Source: an optimization exercise on an open RTL-to-GDS flow (aim: small area and a short achievable clock period). Production flows keep margins and buffers that such runs may drop.
Function was checked by simulation only, so behaviour that the tests miss may differ from the original.
Power is estimated from default activity; no workload was simulated.

### flow/design.v
`timescale 1ns / 1ps
module SCPU_v1( 	input [31:0] inst_in, Data_in,
						input clk, reset,
						output MemW,
						output [31:0] Addr_out, Data_out, PC_out,
						input [4:0] test_reg_index,
						output [31:0] test_reg_result
					);
	wire [5:0] op = inst_in[31:26];
	wire [5:0] fn = inst_in[5:0];
	wire [4:0] rs = inst_in[25:21];
	wire [4:0] rt = inst_in[20:16];
	wire [4:0] rd = inst_in[15:11];
	wire [15:0] imm = inst_in[15:0];
	wire rtype  = (op == 6'd0);
	wire r_alu  = rtype & fn[5];              
	wire r_jr   = rtype & ~fn[5] & fn[3];     
	wire r_sh   = rtype & ~fn[5] & ~fn[3];    
	wire i_alu  = ~op[5] & op[3];             
	wire lw     = op[5] & ~op[3];
	wire sw     = op[5] & op[3];
	wire jal    = ~op[5] & ~op[3] & ~op[2] & op[1] & op[0];
	wire jmp    = ~op[5] & ~op[3] & ~op[2] & op[1];   
	wire br     = ~op[5] & ~op[3] & op[2];            
	wire [31:0] A, B;
	reg [31:0] PC;
	wire [31:0] pc4 = {PC[31:2] + 30'd1, PC[1:0]};
	wire we = rtype | i_alu | lw | jal;
	wire [4:0] wa = rtype ? rd : (jal ? 5'd31 : rt);
	wire [2:0] f3 = rtype ? fn[2:0] : op[2:0];
	wire sub = rtype ? fn[1] : op[1];
	wire sext = ~op[2];
	wire [31:0] immx = {{16{sext & imm[15]}}, imm};
	wire [31:0] opB = i_alu ? immx : B;
	wire [31:0] adA = br ? pc4 : A;
	wire [31:0] adB = br ? {{14{imm[15]}}, imm, 2'b00} : (opB ^ {32{sub}});
	wire [31:0] sum = adA + adB + {31'd0, sub};
	wire lt = (A[31] ^ opB[31]) ? A[31] : sum[31];
	wire is_slt = rtype ? fn[3] : 1'b1;
	reg [31:0] logic_res;
	always @* begin
		case (f3[1:0])
			2'b00: logic_res = A & opB;
			2'b01: logic_res = A | opB;
			2'b10: logic_res = A ^ opB;
			default: logic_res = rtype ? ~(A | opB) : {imm, 16'h0};
		endcase
	end
	wire [31:0] sh_res;
	sll32 shifter(.A(B), .sa(inst_in[10:6]), .left(~fn[1]), .res(sh_res));
	reg [31:0] res;
	always @* begin
		if (lw)
			res = Data_in;
		else if (jal | r_jr)
			res = pc4;
		else if (r_sh)
			res = sh_res;
		else if (f3[2])
			res = logic_res;
		else if (f3[1] & is_slt)
			res = {31'd0, lt};
		else
			res = sum;
	end
	wire eq = ~|(A ^ opB);   
	wire taken = br & (eq ^ op[0]);
	reg [31:0] pc_next;
	always @* begin
		if (jmp)
			pc_next = {PC[31:28], inst_in[25:0], 2'b00};
		else if (r_jr)
			pc_next = A;
		else if (taken)
			pc_next = sum;
		else
			pc_next = pc4;
	end
	always @(posedge clk)
		if (reset)
			PC <= 32'h0;
		else
			PC <= pc_next;
	reg [31:0] register [1:31];
	wire [31:0] wd = reset ? 32'h0 : res;
	wire [32*31-1:0] R;
	genvar k;
	generate
		for (k = 1; k < 32; k = k + 1) begin : g_reg
			always @(posedge clk)
				if (reset || (we && wa == k))
					register[k] <= wd;
			assign R[32*k-1 -: 32] = register[k];
		end
	endgenerate
	wire [31:0] An, Bn, Tn;
	Regs port_a(.addr(rs), .R(R), .rdata_n(An));
	Regs port_b(.addr(rt), .R(R), .rdata_n(Bn));
	Regs port_t(.addr(test_reg_index), .R(R), .rdata_n(Tn));
	assign A = ~An;
	assign B = ~Bn;
	assign test_reg_result = ~Tn;
	assign PC_out = PC;
	assign MemW = sw;
	agen addr_gen(.An(An), .imm(imm), .Y(Addr_out));
	assign Data_out = B;
endmodule
module ao222n(input a, b, c, d, e, f, output y);
  assign y = ~((a & b) | (c & d) | (e & f));
endmodule
module l_nand4(input a, b, c, d, output y); assign y = ~(a & b & c & d); endmodule
module l_nand3(input a, b, c, output y); assign y = ~(a & b & c); endmodule
module l_nor3(input a, b, c, output y); assign y = ~(a | b | c); endmodule
module rbit(input [30:0] s, input [30:0] r, output on);
  wire [10:0] y;
  genvar i;
  generate
    for (i = 0; i < 10; i = i + 1) begin : g
      ao222n u(.a(s[3*i]), .b(r[3*i]), .c(s[3*i+1]), .d(r[3*i+1]),
               .e(s[3*i+2]), .f(r[3*i+2]), .y(y[i]));
    end
  endgenerate
  assign y[10] = ~(s[30] & r[30]);
  wire z0, z1, z2;
  l_nand4 n0(.a(y[0]), .b(y[1]), .c(y[2]), .d(y[3]), .y(z0));
  l_nand4 n1(.a(y[4]), .b(y[5]), .c(y[6]), .d(y[7]), .y(z1));
  l_nand3 n2(.a(y[8]), .b(y[9]), .c(y[10]), .y(z2));
  l_nor3  n3(.a(z0), .b(z1), .c(z2), .y(on));
endmodule
module Regs(input [4:0] addr, input [32*31-1:0] R, output [31:0] rdata_n);
  wire [30:0] s;
  genvar i, b;
  generate
    for (i = 0; i < 31; i = i + 1) begin : d
      assign s[i] = (addr == i + 1);
    end
    for (b = 0; b < 32; b = b + 1) begin : bb
      wire [30:0] rr;
      for (i = 0; i < 31; i = i + 1) begin : x
        assign rr[i] = R[32*i+b];
      end
      rbit u(.s(s), .r(rr), .on(rdata_n[b]));
    end
  endgenerate
endmodule
module l_nand2(input a, b, output y); assign y = ~(a & b); endmodule
module l_nor2(input a, b, output y); assign y = ~(a | b); endmodule
module l_o21ai(input a1, a2, b1, output y); assign y = ~((a1 | a2) & b1); endmodule
module l_a21oi(input a1, a2, b1, output y); assign y = ~((a1 & a2) | b1); endmodule
module l_mux2i(input a0, a1, s, output y); assign y = ~(s ? a1 : a0); endmodule
module agen(input [31:0] An, input [15:0] imm, output [31:0] Y);
  wire [31:0] A = ~An;
  wire [15:0] imm_n = ~imm;
  wire [15:0] G0, T0, G1, T1, G2, T2, G3, T3, G4;
  wire [15:0] x = ~(An[15:0] ^ imm);
  genvar i;
  generate
    for (i = 0; i < 16; i = i + 1) begin : l0
      l_nor2  g(.a(An[i]), .b(imm_n[i]), .y(G0[i]));    
      l_nand2 t(.a(An[i]), .b(imm_n[i]), .y(T0[i]));    
    end
    for (i = 0; i < 16; i = i + 1) begin : l1
      if (i >= 1) begin : c
        l_a21oi g(.a1(T0[i]), .a2(G0[i-1]), .b1(G0[i]), .y(G1[i]));
        l_nand2 t(.a(T0[i]), .b(T0[i-1]), .y(T1[i]));
      end else begin : p
        assign G1[i] = ~G0[i];
        assign T1[i] = ~T0[i];
      end
    end
    for (i = 0; i < 16; i = i + 1) begin : l2
      if (i >= 2) begin : c
        l_o21ai g(.a1(T1[i]), .a2(G1[i-2]), .b1(G1[i]), .y(G2[i]));
        l_nor2  t(.a(T1[i]), .b(T1[i-2]), .y(T2[i]));
      end else begin : p
        assign G2[i] = ~G1[i];
        assign T2[i] = ~T1[i];
      end
    end
    for (i = 0; i < 16; i = i + 1) begin : l3
      if (i >= 4) begin : c
        l_a21oi g(.a1(T2[i]), .a2(G2[i-4]), .b1(G2[i]), .y(G3[i]));
        l_nand2 t(.a(T2[i]), .b(T2[i-4]), .y(T3[i]));
      end else begin : p
        assign G3[i] = ~G2[i];
        assign T3[i] = ~T2[i];
      end
    end
    for (i = 0; i < 16; i = i + 1) begin : l4
      if (i >= 8) begin : c
        l_o21ai g(.a1(T3[i]), .a2(G3[i-8]), .b1(G3[i]), .y(G4[i]));
      end else begin : p
        assign G4[i] = ~G3[i];
      end
    end
  endgenerate
  assign Y[0] = x[0];
  assign Y[15:1] = x[15:1] ^ G4[14:0];
  wire c16 = G4[15];
  wire [15:0] P;
  assign P[0] = 1'b1;
  generate
    for (i = 1; i < 16; i = i + 1) begin : pp
      assign P[i] = &A[16+i-1:16];
    end
    for (i = 0; i < 16; i = i + 1) begin : hi
      l_mux2i m(.a0(An[16+i]), .a1(~(A[16+i] ^ P[i])), .s(c16), .y(Y[16+i]));
    end
  endgenerate
endmodule
module mx2i(input a, b, s, output y);
  assign y = ~(s ? b : a);
endmodule
module sll32(input [31:0] A, input [4:0] sa, input left, output [31:0] res);
  wire [4:0] r = left ? (5'd0 - sa) : sa;    
  wire [31:0] x [0:5];
  assign x[0] = A;
  genvar k, i;
  generate
    for (k = 0; k < 5; k = k + 1) begin : st
      for (i = 0; i < 32; i = i + 1) begin : b
        mx2i m(.a(x[k][i]), .b(x[k][(i + (1 << k)) % 32]), .s(r[k]), .y(x[k+1][i]));
      end
    end
  endgenerate
  wire [31:0] mask = left ? (32'hffffffff << sa) : (32'hffffffff >> sa);
  assign res = ~x[5] & mask;    
endmodule
### flow/flow/run.sh
#!/bin/bash
# Layout flow: the standard ORFS flow (standard.sh, unchanged synthesis),
# with these changes to how the layout is made:
#  - repair_timing aims for setup slack of SETUP_MARGIN ns instead of 0, so the
#    resizer keeps optimising the critical paths past the 30 ns constraint;
#  - port buffers are buf_2 (the resizer upsizes those on critical paths).
# The SDC, the clock period and the I/O delays are the standard flow's, unchanged.
# Each ORFS step writes its own log under orfs/logs/; make's output goes to
# flow_make.log in the work folder.
set -euo pipefail
SETUP_MARGIN=${SETUP_MARGIN:-15}
CTS="-sink_clustering_enable -repair_clock_nets -dont_use_dummy_load -sink_clustering_size 20 -sink_clustering_max_diameter 80"
bash standard.sh "SETUP_SLACK_MARGIN=$SETUP_MARGIN" "CTS_ARGS=$CTS" \
  "BUFFER_PORTS_ARGS=-buffer_cell sky130_fd_sc_hd__buf_2" finish > flow_make.log 2>&1
### flow/standard.sh
#!/bin/bash
# synth_recipe.tcl (not shown) runs the flow's synth.tcl, then flattens the netlist and writes it again
# the make line also repeats each setting of config.mk as NAME=value (left out here)
make -C /OpenROAD-flow-scripts/flow DESIGN_CONFIG=/design/flow/config.mk WORK_HOME=/design/flow/orfs CLKGATE_MAP_FILE= SYNTH_SCRIPT=/design/flow/synth_recipe.tcl "${@:-finish}"
### flow/config.mk
export PLATFORM = sky130hd
export DESIGN_NAME = SCPU_v1
export DESIGN_NICKNAME = SCPU_v1
export VERILOG_FILES = /design/flow/design.v
export SDC_FILE = /design/flow/constraint.sdc
export NUM_CORES = 4
export LEC_CHECK = 0
export CAP_MARGIN = 20
export CORE_MARGIN = 2
export CORE_UTILIZATION = 45
export PLACE_DENSITY = 0.55
export SLEW_MARGIN = 20
export SYNTH_HIERARCHICAL = 1
### flow/constraint.sdc
create_clock -name core_clock -period 30.0 [get_ports {clk}]
set_input_delay 6.0000 -clock core_clock [delete_from_list [all_inputs] [get_ports {clk}]]
set_output_delay 6.0000 -clock core_clock [all_outputs]
set_load 0.01 [all_outputs]
==> results of run 1 <==
Yosys stat by module, one instance, submodules excluded, excerpt:
module	flops+latches	area, sq um	times used
SCPU_v1	1024	38830	1
sll32	0	775.7	1
agen	0	635.6	1
Regs	0	217.7	3
l_nor3	0	10.01	96
mx2i	0	10.01	160
l_mux2i	0	10.01	16
l_a21oi	0	8.758	27
l_nand4	0	6.256	192
l_nand3	0	5.005	96
l_nor2	0	3.754	28
per-stage QoR:
step / utilization (%) / instances
floorplan: - / 4525
global placement: 49.39 / 6431
CTS: 52.68 / 6628
global route: 53.38 / 6682
finish: 53.40 / 6693
detailed placement: 49.43 / 6433
Yosys cell counts, types with 25 or more instances:
library cell and n:
a211oi_1 34, a21oi_1 180, a21oi_2 28, a222oi_1 961, buf_2 27, clkbuf_1 75, dfxtp_1 32, edfxtp_1 992
ha_1 104, inv_1 175, mux2i_1 178, nand2_1 322, nand3_1 132, nand4_1 205, nor2_1 297, nor3_1 26
nor3_2 99, o21ai_0 143, o21ai_1 25, o221ai_1 27, xnor2_1 93, xor2_1 35
kinds of logic (layout without fill, tap and decap cells):
group,after synthesis,after routing,synth area share [%]
other,0,11,0
buffers and inverters,297,812,2.144
and+or+nand+nor,1192,1197,11.16
xor gates and xnor gates,130,130,2.065
AOI/OAI and AO/OA,1597,1597,24.55
muxes,179,179,3.210
DFF,1024,1024,54.48
adders and majority gates,106,106,2.401
sequential cells by signal, summed over array words and instances, names as in the netlist:
register and cells:
register 992, PC 32
timing repair:
item | 4_1_cts | 5_1_grt
buffers inserted | 106 | 40
pin swaps | 115 | 65
gates resized for setup | 199 | 56
endpoints found under the setup margin | 64 | 59
cloned | 20 | 3
hold endpoints to repair | 0 | 0
routing by layer:
metal,share of wire (%),vias up,wire length [um]
met1,34,26500,100100
met5,0.073,-,215
met3,18,1168,53640
li1,-,21250,-
met2,40,5663,117200
met4,8.4,6,25010
area by class of cell:
| class | count | area [sq um] | area share, % |
|---|---|---|---|
| tap | 1637 | 2048 | 3.106 |
| timing repair buffer | 564 | 4967 | 7.533 |
| antenna | 11 | 27.53 | 0.04175 |
| multi-input combinational | 3209 | 26070 | 39.53 |
| sequential | 1024 | 30430 | 46.15 |
| inverter | 179 | 671.9 | 1.019 |
| clock buffer | 69 | 1727 | 2.619 |
how the worst max path moves through the flow:
stage	start	to	slack (ns)	cells past startpoint
floorplan	inst_in[24]	Addr_out[16]	15.02	11
global placement	inst_in[25]	Addr_out[31]	13.28	14
detailed placement	inst_in[25]	Addr_out[31]	13.20	14
CTS	inst_in[23]	Addr_out[27]	14.61	18
global route	inst_in[25]	Addr_out[27]	14.40	18
finish	inst_in[22]	Addr_out[29]	14.30	16
worst register-to-register path, stage by stage, from the launching register on:
cell       delay (ns)
edfxtp_1         0.40
a222oi_1         0.43
nand4_1          0.80
nor3_4           0.51
buf_4            0.19
a21oi_1          0.13
xnor2_1          0.23
o21ai_0          0.12
ha_1             0.40
and3_1           0.23
nand3_1          0.11
nor4bb_1         0.82
a21oi_1          0.21
o21a_1           0.28
and3_1           0.21
a2111oi_2        0.53
nor2_1           0.21
o31a_1           0.35
buf_4            0.25
power by group through the flow:
stage	Sequential, mW	Clock (mW)	Combinational, mW
CTS	1.91	0.890	1.09
detailed placement	1.94	0	1.02
global route	1.94	0.936	1.20
finish	1.92	0.889	1.17
global placement	1.94	0	1.02
floorplan	1.91	0	0.577
==> results.toml, run 1 <==
[cts]
clk_pin_slew_ns = 0.06
insertion_delay_ns = 0.72
htreeDepth = 3
cts_tree = "yes"
ctsHoldBuffers = 0
cts_buffer_depth = 3
clock-root-buffer = "clkbuf_16"
cts_buffers = 69
cts.sinks = 1024

[synth]
synthCells = 4525
synth_edf_count = 992
ys_seq_area_share_pct = 54.48
yosys-top-cells-area = "edfxtp_1 53%, a222oi_1 17%, mux2i_1 3.2%"
synth_area_sq_um = 55860
syn-num-nets = 4702
avgSynthCellArea_sq_um = 12.34
synth.ff_latch_count = 1024
synth_cell_types = 92
yosys_warnings = 9
async_flop_share_pct = 0
ys.flop_type = "edfxtp_1"
yosysTopAreaCell = "edfxtp_1"
synth.top_cell.area_share_pct = 53.33

[global_route]
grt_max_degree = 82
first_global_vias = 48790
grt-ovfl-total = 0
met3_usage_pct = 18.99
antenna_found_initial = 9
grt.met2_usage_pct = 62.09
grt_pass1_wl_mm = 395.3
track_usage_pct = 44.60
gr-usage-met1_pct = 57.12
top_usage_layer = "met2"

[timing]
fin_crit_ns = 15.70
fin_ws_ns = 14.30
max_freq_mhz = 63.71
worst_pin_slew_ns = 1.300
hold_viol = 0
drv_slew = 0
setup_tns_ns = 0
period_share_pct = 52.32
finalHoldWorstSlack_ns = 0.5946
setup_viol = 0
maxSlewHeadroom_pct = 13.34
fin_skew_ns = 0.1117
rsz0062_at_grt = "yes"

[worst_hold_path]
hold_path_class = "flip-flop to flip-flop"
holdPathStages = 1
hp-start = "PC[28]$_SDFFE_PP0N_"
holdPathEnd = "PC[28]$_SDFFE_PP0N_"

[die]
die-area_sq_um = 127000
die_h_um = 356.3
num_rows = 129
ios = 200
start_util_pct = 45.24
die_w_um = 356.3
core_area_sq_um = 123500

[setup_path]
regToRegEndpoint = "register[25][0]$_DFFE_PP_"
cp_cell_sequence = "buf_12, or3b_4, buf_4, nor2_4, buf_12, a222oi_1, nand4_1, nor3_2, buf_6, inv_2, ha_4, nor3b_4, nand4_4, xnor2_2, mux2i_1, buf_2"
critical_path_arrival_ns = 9.70
r2r_slack_ns = 23.23
critPathMaxFanout = 8
path_buf_inv = 6
r2r_start = "register[7][9]$_DFFE_PP_"
setup.worst_path.start_class = "input port"
worstSetupEndpointType = "output pin"
crit_family = "simple AND/OR/NAND/NOR gates"
worstPathRequired_ns = 24.00
path_class = "input port to output pin"
crit_slowest_cell = "nand4_1"
cpPeakStageDelay_ns = 0.53
r2r_cells = 18
crit_top_cell = "buf_12"

[power]
net-switching-power_mw = 1.412
power_mw = 3.982
power_density_nw_per_um2 = 60.40
vdd_drop_max_mv = 0.04494
power.leakage_nw = 23.35
seqPwrFrac_pct = 48.2
p_sw_share_pct = 35.47
internal-power_mw = 2.570
p_clk_share_pct = 22.3
pwr-share-comb_pct = 29.4

[layout]
layout-drive-gt1-share_pct = 20.85
nets = 5224
nFillCells = 10470
postLayoutCellArea_sq_um = 65940
syn2layout_area_growth_pct = 18.04
final_common_cell = "edfxtp_1"
final_cell_mix = "992 x edfxtp_1, 961 x a222oi_1, 288 x nand2_1"

[placement]
port_buffers = 199
dpl_worst_slack_ns = 13.20
gp_congestion = 1.031
placed_cell_area_sq_um = 61030
place_hpwl_mm = 182.5

[detailed_routing]
num_vias = 54580
drtPass1Iterations = 21
wire_per_inst_um = 44.25
antenna_left = 0
drc = 0
viasPerCell = 8.155
routed_wl_mm = 296.2
drt_iter0_drc = 15510

[outcome]
status = "finished clean"

[flow_run]
drv_cap = 0
==> inputs of run 2 (changes only) <==
--- a/flow/config.mk
+++ b/flow/config.mk
@@ -8,6 +8,6 @@
 export CAP_MARGIN = 20
 export CORE_MARGIN = 2
-export CORE_UTILIZATION = 45
-export PLACE_DENSITY = 0.55
+export CORE_UTILIZATION = 50
+export PLACE_DENSITY = 0.6
 export SLEW_MARGIN = 20
 export SYNTH_HIERARCHICAL = 1
==> results.toml, run 2 <==
[synth]
synthTopCellsByCount = "992 x edfxtp_1, 961 x a222oi_1, 322 x nand2_1, 297 x nor2_1, 205 x nand4_1"
synth_top_family_by_area = "compound AO/OA/AOI/OAI gates"
synth.top_cell.area_share_pct = 53.33
yosysTopAreaCell = "edfxtp_1"
yosys.area_share.simple_pct = 11.16
synth_cell_types = 92
avgSynthCellArea_sq_um = 12.34
yosys_warnings = 9
synth_compound_area_share_pct = 24.55
syn-num-nets = 4702
yosys-top-cells-area = "edfxtp_1 53%, a222oi_1 17%, mux2i_1 3.2%"
synth-xor-area-share_pct = 2.065
synthCells = 4525
synth_edf_count = 992
synthMuxAreaShare_pct = 3.210
yosysMostFrequentCell = "edfxtp_1"
ys_seq_area_share_pct = 54.48
ys.flop_type = "edfxtp_1"
synth.ff_latch_count = 1024
async_flop_share_pct = 0
synth-adder-area-share_pct = 2.401
synth_area_sq_um = 55860

[layout]
final_common_cell = "edfxtp_1"
layout-drive-gt1-share_pct = 20.92
nets = 5226
nFillCells = 8926
largestRegisters = "register: 992 flops, PC: 32 flops"
final_cell_mix = "992 x edfxtp_1, 961 x a222oi_1, 291 x nand2_1"
max_flop_register = "register"
syn2layout_area_growth_pct = 17.67
stdcell_count = 6542
regArea_sq_um = 30430
largest_reg_flops = 992
multi_input_area_sq_um = 26240

[global_route]
grt_pass1_wl_mm = 388.9
grt-ovfl-total = 0
grt_max_degree = 53
antenna_found_initial = 7
track_usage_pct = 48.15
first_global_vias = 48420

[die]
die_w_um = 338.2
start_util_pct = 50.47
num_rows = 122
core_area_sq_um = 110700
die-area_sq_um = 114400
die_h_um = 338.2
ios = 200

[detailed_routing]
antenna_left = 0
drt_iter0_drc = 16350
drtPass1Iterations = 21
viasPerCell = 8.388
num_vias = 54880
routed_wl_mm = 290.9
drc = 0
wire_per_inst_um = 44.47

[timing]
fin_skew_ns = 0.09874
hold_viol = 0
max_freq_mhz = 63.80
worst_pin_slew_ns = 1.307
fin_crit_ns = 15.67
maxSlewHeadroom_pct = 12.64
setup_tns_ns = 0
period_share_pct = 52.25
setup_viol = 0
drv_slew = 0
rsz0062_at_grt = "yes"

[setup_path]
regToRegEndpoint = "register[2][0]$_DFFE_PP_"
critPathMaxFanout = 5
worstSetupEndpointType = "output pin"
setup.worst_path.start_class = "input port"
worstPathRequired_ns = 24.00
critical_path_arrival_ns = 9.67
path_class = "input port to output pin"
r2r_start = "register[4][9]$_DFFE_PP_"
r2r_cells = 18
r2r_slack_ns = 22.80
cp-endpoint = "Addr_out[13]"
crit_path_start = "inst_in[23]"

[placement]
port_buffers = 199
gp_congestion = 1.050
place_hpwl_mm = 182.3
dpl.cell_count = 6293

[cts]
cts_tree = "yes"
cts_buffers = 67
clock-root-buffer = "clkbuf_16"
cts_buffer_depth = 3
cts.sinks = 1024
htreeDepth = 3
ctsHoldBuffers = 0
insertion_delay_ns = 0.70
clk_pin_slew_ns = 0.04

[power]
power_density_nw_per_um2 = 60.52
vdd_drop_max_mv = 0.05890
power.leakage_nw = 23.40

[flow_run]
drv_cap = 0

[outcome]
status = "finished clean"

[worst_hold_path]
hold_path_class = "flip-flop to flip-flop"
[run 2: cell counts after synthesis]
No cell type changed its count.
[run 2: cell type report]
class | count | share of cell area [%]
antenna | 7 | 0.02665
timing repair buffer | 571 | 7.333
multi-input combinational | 3206 | 39.93
tap | 1488 | 2.833
clock buffer | 67 | 2.551
inverter | 179 | 1.030
sequential | 1024 | 46.30
[run 2: power by group]
| group | switching [mW] | leakage (nW) | total, mW | internal (mW) |
|---|---|---|---|---|
| logic | 0.810 | 12.1 | 1.19 | 0.377 |
| registers | 0.129 | 10.4 | 1.92 | 1.79 |
| clock network | 0.474 | 0.826 | 0.871 | 0.397 |
| total | 1.41 | 23.4 | 3.98 | 2.56 |
[run 2: critical path, cell delays in order]
cell and delay, ns:
buf_12 0.13, or3b_4 0.28, buf_6 0.12, nor2_4 0.05, buf_6 0.13, buf_16 0.13
a222oi_1 0.42, nand4_1 0.67, nor3_4 0.36, buf_6 0.17, nand2_4 0.07, a21oi_4 0.16
o21ai_2 0.12, a21oi_4 0.19, o21ai_2 0.09, xnor2_2 0.16, xnor2_2 0.22, buf_2 0.18
[run 2: cells by family after synthesis]
logic type / count (synthesis)
compound gates: 1597
simple gates: 1192
flops: 1024
buf+inv: 297
mux: 179
xor+xnor: 130
fa+ha+maj: 106
[run 2: worst min-delay path by stage]
| stage | from | end | slack, ns | cells after the start |
|---|---|---|---|---|
| 4_1_cts | PC[28]$_SDFFE_PP0N_ | PC[28]$_SDFFE_PP0N_ | 0.66 | 1 |
| 5_1_grt | PC[28]$_SDFFE_PP0N_ | PC[28]$_SDFFE_PP0N_ | 0.67 | 1 |
| 3_5_place_dp | PC[31]$_SDFFE_PP0N_ | PC[31]$_SDFFE_PP0N_ | 0.65 | 1 |
| 2_1_floorplan | PC[28]$_SDFFE_PP0N_ | PC[28]$_SDFFE_PP0N_ | 0.58 | 1 |
| 3_3_place_gp | PC[28]$_SDFFE_PP0N_ | PC[28]$_SDFFE_PP0N_ | 0.66 | 1 |
| 6_report | PC[31]$_SDFFE_PP0N_ | PC[31]$_SDFFE_PP0N_ | 0.66 | 1 |
[run 2: layer usage]
metal	up-vias	global-route usage, %	routed length, um
met4	2	32.45	27940
met1	26190	62.09	96210
met2	6163	66.54	112800
met3	1264	18.90	53950
li1	21260	-	-
met5	-	0.4167	19
[run 2: modules after synthesis (local to each module, per instance), a selection]
module,flip-flops and latches,cells
Regs,0,46
SCPU_v1,1024,2436
agen,0,90
ao222n,0,1
l_mux2i,0,1
l_nand3,0,1
l_nand4,0,1
l_nor2,0,1
l_nor3,0,1
l_o21ai,0,1
[run 2: repair_timing]
action | in CTS | in global routing
setup buffers | 126 | 35
pin swaps | 126 | 78
setup endpoints to repair | 65 | 47
gates cloned | 13 | 1
resized for setup | 210 | 60
[run 2: stage by stage]
step	setup WS [ns]	util (%)	area, sq um	hold WS [ns]	power, mW
3_3_place_gp	13.36	55.02	60880	0.6637	2.960
5_1_grt	14.46	59.38	65710	0.6696	4.058
6_report	14.33	59.39	65730	0.6632	3.978
4_1_cts	14.70	58.74	65010	0.6629	3.880
2_1_floorplan	15.02	-	56100	0.5756	2.487
3_5_place_dp	13.22	55.04	60910	0.6539	2.968

==> port drivers added, routing unchanged <==
Ports are ideal in the flow. The routed layouts listed here were re-timed in OpenROAD. Step 1, drivers: a clkbuf_16 drives clk and a buf_2 each remaining input, both assumed. Step 2 adds t to the input delays and takes it off the output delays; t is the mean of the earliest and latest rising clock arrival at the registers after step 1. Input paths then give back, and output paths get back, about the clock's delay inside the block. Slacks: ideal / step 1 / step 2; pairs: ideal / step 1.
| run | t, ns | setup WS [ns] | worst setup path at the end | worst register clock-pin slew, ns |
|---|---|---|---|---|
| run 1 | 0.745 | 14.303 / 14.075 / 14.075 | input to output | 0.09 / 0.09 |
| run 2 | 0.730 | 14.326 / 14.155 / 14.155 | input to output | 0.10 / 0.10 |
After both steps every run listed still meets setup and hold. The setup slack of run 1, which loses most, moves by -0.228 ns with the drivers and by -0.228 ns with both steps.
